Background: an optimization exercise with open tools, aiming at small area. Do not read the settings as production practice.
For this run, only the layout was checked, not whether the RTL still works.

===== flow/config.mk =====
export PLATFORM = sky130hd
export DESIGN_NAME = CORDIC_COS_SIN
export DESIGN_NICKNAME = CORDIC_COS_SIN
export VERILOG_FILES = /design/flow/design.v
export SDC_FILE = /design/flow/constraint.sdc
export NUM_CORES = 4
export LEC_CHECK = 0
export CAP_MARGIN = 20
export CORE_MARGIN = 2
export CORE_UTILIZATION = 40
export SLEW_MARGIN = 20

===== flow/constraint.sdc =====
create_clock -name core_clock -period 5.0 [get_ports {clk}]
set_input_delay 1.0000 -clock core_clock [delete_from_list [all_inputs] [get_ports {clk}]]
set_output_delay 1.0000 -clock core_clock [all_outputs]
set_load 0.01 [all_outputs]

===== flow/design.v =====
module CORDIC_COS_SIN #(
    parameter DATA_WIDTH = 16,
    parameter PHASE_WIDTH = 32,
    parameter STAGE = 16
) (
    input clk,
    input rst,
    input en,
    input mode,
    input signed [DATA_WIDTH-1:0] x0,
    input signed [DATA_WIDTH-1:0] y0,
    input signed [PHASE_WIDTH-1:0] phase,
    output valid,
    output [DATA_WIDTH:0] cos,
    output [DATA_WIDTH:0] sin
);
reg [7:0] vld;
always @(posedge clk or posedge rst)
    if (rst) vld <= 0;
    else vld <= {vld[6:0], en};
assign valid = vld[7];
wire [1:0] q = phase[31:30];
wire signed [24:0] zq = {phase[31], phase[29:6]};    
wire [17:0] z0 = (zq > 25'sd102273) ? 18'sd102273 : (zq < -25'sd102274) ? -18'sd102274 : zq[17:0];
wire [16:0] px = {1'b0, x0}, py = {1'b0, y0};
wire [16:0] nx = -px, ny = -py;
wire [16:0] fxa = (q==2'd1 || q==2'd2) ? nx : px;
wire [16:0] fxb = (q[1]==1'b0) ? ny : py;
wire [16:0] fya = q[1] ? nx : px;
wire [16:0] fyb = (q==2'd1 || q==2'd2) ? ny : py;
wire [16:0] x1 = fxa + fxb;
wire [16:0] y1 = fya + fyb;
wire signed [18:0] z1_f = $signed(z0) + (z0[17] ? 19'sd46080 : -19'sd46080);
wire [16:0] z1 = z1_f[16:0];
reg [16:0] xr1, yr1;
reg [16:0] zr1;
always @(posedge clk) begin
    xr1 <= x1;
    yr1 <= y1;
    zr1 <= z1;
end
wire t1 = ~zr1[16];
wire signed [16:0] x2_sh = $signed(yr1) >>> 1;
wire [16:0] x2 = xr1 + (x2_sh ^ {17{t1}}) + t1;
wire signed [16:0] y2_sh = $signed(xr1) >>> 1;
wire [16:0] y2 = yr1 + (y2_sh ^ {17{zr1[16]}}) + zr1[16];
wire signed [17:0] z2_f = $signed(zr1) + (zr1[16] ? 18'sd27203 : -18'sd27203);
wire [15:0] z2 = z2_f[15:0];
wire t2 = ~z2[15];
wire signed [16:0] x3_sh = $signed(y2) >>> 2;
wire [16:0] x3 = x2 + (x3_sh ^ {17{t2}}) + t2;
wire signed [16:0] y3_sh = $signed(x2) >>> 2;
wire [16:0] y3 = y2 + (y3_sh ^ {17{z2[15]}}) + z2[15];
wire signed [16:0] z3_f = $signed(z2) + (z2[15] ? 17'sd14373 : -17'sd14373);
wire [14:0] z3 = z3_f[14:0];
reg [16:0] xr2, yr2;
reg [14:0] zr2;
always @(posedge clk) begin
    xr2 <= x3;
    yr2 <= y3;
    zr2 <= z3;
end
wire t3 = ~zr2[14];
wire signed [16:0] x4_sh = $signed(yr2) >>> 3;
wire [16:0] x4 = xr2 + (x4_sh ^ {17{t3}}) + t3;
wire signed [16:0] y4_sh = $signed(xr2) >>> 3;
wire [16:0] y4 = yr2 + (y4_sh ^ {17{zr2[14]}}) + zr2[14];
wire signed [15:0] z4_f = $signed(zr2) + (zr2[14] ? 16'sd7296 : -16'sd7296);
wire [13:0] z4 = z4_f[13:0];
wire t4 = ~z4[13];
wire signed [16:0] x5_sh = $signed(y4) >>> 4;
wire [16:0] x5 = x4 + (x5_sh ^ {17{t4}}) + t4;
wire signed [16:0] y5_sh = $signed(x4) >>> 4;
wire [16:0] y5 = y4 + (y5_sh ^ {17{z4[13]}}) + z4[13];
wire signed [14:0] z5_f = $signed(z4) + (z4[13] ? 15'sd3662 : -15'sd3662);
wire [12:0] z5 = z5_f[12:0];
reg [16:0] xr3, yr3;
reg [12:0] zr3;
always @(posedge clk) begin
    xr3 <= x5;
    yr3 <= y5;
    zr3 <= z5;
end
wire t5 = ~zr3[12];
wire signed [16:0] x6_sh = $signed(yr3) >>> 5;
wire [16:0] x6 = xr3 + (x6_sh ^ {17{t5}}) + t5;
wire signed [16:0] y6_sh = $signed(xr3) >>> 5;
wire [16:0] y6 = yr3 + (y6_sh ^ {17{zr3[12]}}) + zr3[12];
wire signed [13:0] z6_f = $signed(zr3) + (zr3[12] ? 14'sd1833 : -14'sd1833);
wire [11:0] z6 = z6_f[11:0];
wire t6 = ~z6[11];
wire signed [16:0] x7_sh = $signed(y6) >>> 6;
wire [16:0] x7 = x6 + (x7_sh ^ {17{t6}}) + t6;
wire signed [16:0] y7_sh = $signed(x6) >>> 6;
wire [16:0] y7 = y6 + (y7_sh ^ {17{z6[11]}}) + z6[11];
wire signed [12:0] z7_f = $signed(z6) + (z6[11] ? 13'sd917 : -13'sd917);
wire [10:0] z7 = z7_f[10:0];
reg [16:0] xr4, yr4;
reg [10:0] zr4;
always @(posedge clk) begin
    xr4 <= x7;
    yr4 <= y7;
    zr4 <= z7;
end
wire t7 = ~zr4[10];
wire signed [16:0] x8_sh = $signed(yr4) >>> 7;
wire [16:0] x8 = xr4 + (x8_sh ^ {17{t7}}) + t7;
wire signed [16:0] y8_sh = $signed(xr4) >>> 7;
wire [16:0] y8 = yr4 + (y8_sh ^ {17{zr4[10]}}) + zr4[10];
wire signed [11:0] z8_f = $signed(zr4) + (zr4[10] ? 12'sd458 : -12'sd458);
wire [9:0] z8 = z8_f[9:0];
wire t8 = ~z8[9];
wire signed [16:0] x9_sh = $signed(y8) >>> 8;
wire [16:0] x9 = x8 + (x9_sh ^ {17{t8}}) + t8;
wire signed [16:0] y9_sh = $signed(x8) >>> 8;
wire [16:0] y9 = y8 + (y9_sh ^ {17{z8[9]}}) + z8[9];
wire signed [10:0] z9_f = $signed(z8) + (z8[9] ? 11'sd229 : -11'sd229);
wire [8:0] z9 = z9_f[8:0];
reg [16:0] xr5, yr5;
reg [8:0] zr5;
always @(posedge clk) begin
    xr5 <= x9;
    yr5 <= y9;
    zr5 <= z9;
end
wire t9 = ~zr5[8];
wire signed [16:0] x10_sh = $signed(yr5) >>> 9;
wire [16:0] x10 = xr5 + (x10_sh ^ {17{t9}}) + t9;
wire signed [16:0] y10_sh = $signed(xr5) >>> 9;
wire [16:0] y10 = yr5 + (y10_sh ^ {17{zr5[8]}}) + zr5[8];
wire signed [9:0] z10_f = $signed(zr5) + (zr5[8] ? 10'sd115 : -10'sd115);
wire [7:0] z10 = z10_f[7:0];
wire t10 = ~z10[7];
wire signed [16:0] x11_sh = $signed(y10) >>> 10;
wire [16:0] x11 = x10 + (x11_sh ^ {17{t10}}) + t10;
wire signed [16:0] y11_sh = $signed(x10) >>> 10;
wire [16:0] y11 = y10 + (y11_sh ^ {17{z10[7]}}) + z10[7];
wire signed [8:0] z11_f = $signed(z10) + (z10[7] ? 9'sd57 : -9'sd57);
wire [6:0] z11 = z11_f[6:0];
reg [16:0] xr6, yr6;
reg [6:0] zr6;
always @(posedge clk) begin
    xr6 <= x11;
    yr6 <= y11;
    zr6 <= z11;
end
wire t11 = ~zr6[6];
wire signed [16:0] x12_sh = $signed(yr6) >>> 11;
wire [16:0] x12 = xr6 + (x12_sh ^ {17{t11}}) + t11;
wire signed [16:0] y12_sh = $signed(xr6) >>> 11;
wire [16:0] y12 = yr6 + (y12_sh ^ {17{zr6[6]}}) + zr6[6];
wire signed [7:0] z12_f = $signed(zr6) + (zr6[6] ? 8'sd29 : -8'sd29);
wire [5:0] z12 = z12_f[5:0];
wire t12 = ~z12[5];
wire signed [16:0] x13_sh = $signed(y12) >>> 12;
wire [16:0] x13 = x12 + (x13_sh ^ {17{t12}}) + t12;
wire signed [16:0] y13_sh = $signed(x12) >>> 12;
wire [16:0] y13 = y12 + (y13_sh ^ {17{z12[5]}}) + z12[5];
wire signed [6:0] z13_f = $signed(z12) + (z12[5] ? 7'sd14 : -7'sd14);
wire [4:0] z13 = z13_f[4:0];
reg [16:0] xr7, yr7;
reg [4:0] zr7;
always @(posedge clk) begin
    xr7 <= x13;
    yr7 <= y13;
    zr7 <= z13;
end
wire t13 = ~zr7[4];
wire signed [16:0] x14_sh = $signed(yr7) >>> 13;
wire [16:0] x14 = xr7 + (x14_sh ^ {17{t13}}) + t13;
wire signed [16:0] y14_sh = $signed(xr7) >>> 13;
wire [16:0] y14 = yr7 + (y14_sh ^ {17{zr7[4]}}) + zr7[4];
wire signed [5:0] z14_f = $signed(zr7) + (zr7[4] ? 6'sd7 : -6'sd7);
wire [3:0] z14 = z14_f[3:0];
reg [16:0] xr8, yr8;
reg [3:0] zr8;
always @(posedge clk) begin
    xr8 <= x14;
    yr8 <= y14;
    zr8 <= z14;
end
wire t14 = ~zr8[3];
wire signed [16:0] x15_sh = $signed(yr8) >>> 14;
wire [16:0] x15 = xr8 + (x15_sh ^ {17{t14}}) + t14;
wire signed [16:0] y15_sh = $signed(xr8) >>> 14;
wire [16:0] y15 = yr8 + (y15_sh ^ {17{zr8[3]}}) + zr8[3];
assign cos = x15;
assign sin = y15;
endmodule

===== flow/run.sh =====
#!/bin/bash
# synth_recipe.tcl (not shown) runs the flow's synth.tcl, then flattens the netlist and writes it again
# the make line also repeats each setting of config.mk as NAME=value (left out here)
make -C /OpenROAD-flow-scripts/flow DESIGN_CONFIG=/design/flow/config.mk WORK_HOME=/design/flow/orfs CLKGATE_MAP_FILE= SYNTH_SCRIPT=/design/flow/synth_recipe.tcl finish

==> results.yml <==
status:
  status: "failed layout checks"
  so_faults: "setup timing"
timing:
  slew_headroom_pct: 43.2
  fmax_mhz: 191
  setup_tns_ps: -1260
  fin_skew_ps: 16.5
  rsz0062_at_grt: "true"
  worst_pin_slew_ps: 849
  finalCritPeriodShare_pct: 105
  hold_slack_ps: 327
  period_needed_ps: 5250
  finalHoldViolations: 0
  setup_viol: 8
  setup_slack_ps: -246
  finalMaxSlewViolations: 0
detailed_routing:
  antenna_left: 0
  dr.pass1.iters: 5
  viasPerCell: 5.16
  num_vias: 31268
  wl_per_cell_um: 14.7
  post-route-drc-count: 0
  wirelength_mm: 89.2
  drt_iter0_drc: 1153
critical_path:
  start_kind: "flop"
  cp_max_fo: 5
  worstPathRequired_ps: 5520
  crit_arrival_ps: 5760
  cp-end-kind: "flop"
  crit_type: "flop to flop"
synth:
  synth_area_leaders: "dfxtp_1 19%, ha_1 18%, xnor2_1 15%"
  syn-num-nets: 4839
  synth_ff_type: "dfxtp_1"
  synth.distinct_cells: 101
  synthTopCellsByCount: "598 x xnor2_1, 520 x ha_1, 349 x dfxtp_1, 323 x a21oi_1, 305 x nor2_1"
  synth.most_common_cell: "xnor2_1"
  synth_top_area_cell: "dfxtp_1"
  async_flop_share_pct: 2.24
  synthCells: 4211
  yosysWarnings: 1
  synth_edf_count: 0
  ys_seq_area_share_pct: 20.0
  synth_top_cell_area_share_pct: 19.5
  synth_area_sq_um: 35900
  avgSynthCellArea_sq_um: 8.52
  ys_seq_elements: 357
final_layout:
  stdcell_area_sq_um: 45700
  post-route-util_pct: 51.5
  antenna_cells: 0
  layout.nets: 5492
  drive_above_1_share_pct: 20.6
  syn_to_final_growth_pct: 27.3
  regArea_sq_um: 7210
  fillers: 8395
  multi_input_area_sq_um: 29400
clock_tree:
  cts.root.buffer_cell: "clkbuf_16"
  cts_tree: "built"
  clkTransAtPathRegs_ps: 60
  h-tree-depth: 2
  cts_sinks: 357
  cts_hold_buf: 0
  clock_path_buffers: 3
  numCtsBuffers: 43
  insertion_delay_ps: 590
floorplanning:
  die-area_sq_um: 92100
  die_w_um: 303
  core-area_sq_um: 88600
  start_util_pct: 40.5
  die_height_um: 303
  io_pins: 103
  std_cell_rows: 109
placed_design:
  dp_hpwl_mm: 72.0
  placed_area_sq_um: 41700
  port_buffers: 95
  place_congestion: 0.865
global_routing:
  grt_start_max_net_pins: 28
  grt_pass1_vias: 30425
  grt_pass1_wl_mm: 144
  grt_overflow: 0
  antenna_found_initial: 0
  track_usage_pct: 18.8
job:
  cap_violations: 0
hold_path:
  hold_path_class: "flop to flop"
path summary, 6_finish.rpt:
kind                                     start          endpoint  slack, ps  cells after the start
worst min-delay path            zr2[0]$_DFF_P_    zr3[0]$_DFF_P_        330                      0
worst max register to register  zr6[6]$_DFF_P_   yr7[16]$_DFF_P_       -250                     26
worst min register to register  zr2[0]$_DFF_P_    zr3[0]$_DFF_P_        330                      0
worst max-delay path            zr6[6]$_DFF_P_   yr7[16]$_DFF_P_       -250                     26
max in group asynchronous                  rst  vld[4]$_DFF_PP0_       4120                      2
min in group asynchronous                  rst  vld[5]$_DFF_PP0_        650                      2
worst max-delay path: stages, from the launching register on:
cell and delay (ps):
dfxtp_4 380, xnor2_2 140, ha_1 290, and3_1 170, and3_4 150, o41a_1 340, o211a_1 260, o311ai_2 220
nand2_1 110, a21oi_2 160, nor2b_1 60, o21a_1 200, nor2_2 120, xnor2_2 140, xnor2_2 180, fa_2 360
a21o_1 160, a21o_1 200, a211oi_2 220, a211oi_2 80, nor4b_2 280, a211o_1 150, o211ai_1 140, a211oi_2 250
o21ai_1 90, a31oi_1 170, xor2_1 150
stage by stage:
| step | cells | setup slack (ps) |
|---|---|---|
| 4_1_cts | 5987 | -352 |
| 6_report | 6060 | -246 |
| 5_1_grt | 6060 | -525 |
| 2_1_floorplan | 4211 | -298 |
| 3_5_place_dp | 5869 | -478 |
| 3_3_place_gp | 5869 | -508 |
cell families (layout without fill, tap and decap cells):
family,count (synthesis),in the layout,synth area share (%)
AO/OA/AOI/OAI,1113,1113,20.6
XOR/XNOR,853,853,21.1
adder cells (fa/ha/maj),561,561,20.4
buffers and inverters,259,943,2.81
flip-flops,357,357,20.0
multiplexers,28,28,0.813
AND/OR/NAND/NOR,1040,1040,14.2
final cells by class:
cell class / instances / share of cell area, %
Tap cell: 1165 / 3.19
Inverter: 204 / 1.70
Timing Repair Buffer: 663 / 11.7
Sequential cell: 357 / 15.8
Clock buffer: 61 / 2.73
Multi-Input combinational cell: 3595 / 64.5
Clock inverter: 15 / 0.386
metal layers:
| layer | part of all wire (%) | vias to the layer above | track usage, % |
|---|---|---|---|
| met5 | 0 | - | 0 |
| met4 | 3.0 | 0 | 5.72 |
| met3 | 2.5 | 140 | 2.02 |
| met2 | 53 | 387 | 37.3 |
| met1 | 42 | 14445 | 20.7 |
| li1 | - | 16296 | - |
timing repair:
action                                  CTS  global route
buffers inserted                         44            79
gates resized for setup                  99           264
pin swaps                                71           175
endpoints found under the setup margin   36            74
cells in the final DEF (no fill, tap or decap), types with 19 or more instances in the layout:
cell             Yosys  layout
o211ai_1            19      19
inv_1              193     189
fa_1                40      31
a21oi_2              1      67
buf_4                3     545
nand3_1             81      77
ha_1               520     505
o21ai_0            167     138
nor2b_1             52      49
xnor2_2              2      37
and2_1              36      31
or3_1               49      48
o21ai_1              7      23
nand2b_1            52      51
a211o_1             20      20
a21boi_0            27      19
clkbuf_16            0      44
nor2_1             305     296
xor2_1             246     231
xnor2_1            598     558
nand2_1            226     225
nor3_1              91      87
a21oi_1            323     256
o21a_1              65      65
dfxtp_1            349     339
or2_2               22      21
and3_1              42      40
a31oi_1             33      22
nand4_1             19      19
a211oi_1            34      23
a21o_1             146     146
o21bai_1            94      91
clkdlybuf4s50_1      0      86
sequential cells by signal, summed over array words and instances (netlist names), 13 cells and up:
name and count:
zr2 15, yr7 17, xr1 16, zr1 17, xr8 17, xr3 17, yr8 17, xr4 17
zr3 13, xr6 17, yr6 17, xr2 17, xr7 17, yr5 17, yr2 17, xr5 17
yr1 17, yr3 17, yr4 17

==> static timing again, ports no longer ideal <==
The results above use ideal ports. As a check the final layout listed here was re-extracted and re-timed, cells and wires unchanged.
Step 1 (the two cells are an assumption about what drives the block):
set clk [get_ports {clk}]
set_driving_cell -lib_cell sky130_fd_sc_hd__clkbuf_16 $clk
set_driving_cell -lib_cell sky130_fd_sc_hd__buf_2 [delete_from_list [all_inputs] $clk]
Step 2 moves the port delays by t, midway between the first and last clock arrival at a register: inputs arrive t later, outputs are due t later. That takes back most of the time a late clock gives input paths.
Three values: no drivers, after step 1, after step 2; two values: the first two.
t, ns: 0.641
setup slack, ns: -0.246 / -0.246 / -0.246
hold slack, ns: 0.327 / 0.327 / 0.327
clock arrival spread, ns: 0.016 / 0.017
worst register clock-pin slew, ns: 0.06 / 0.06
For this run, drivers alone change the setup slack by 0.000 ns; drivers and shift together by 0.000 ns.
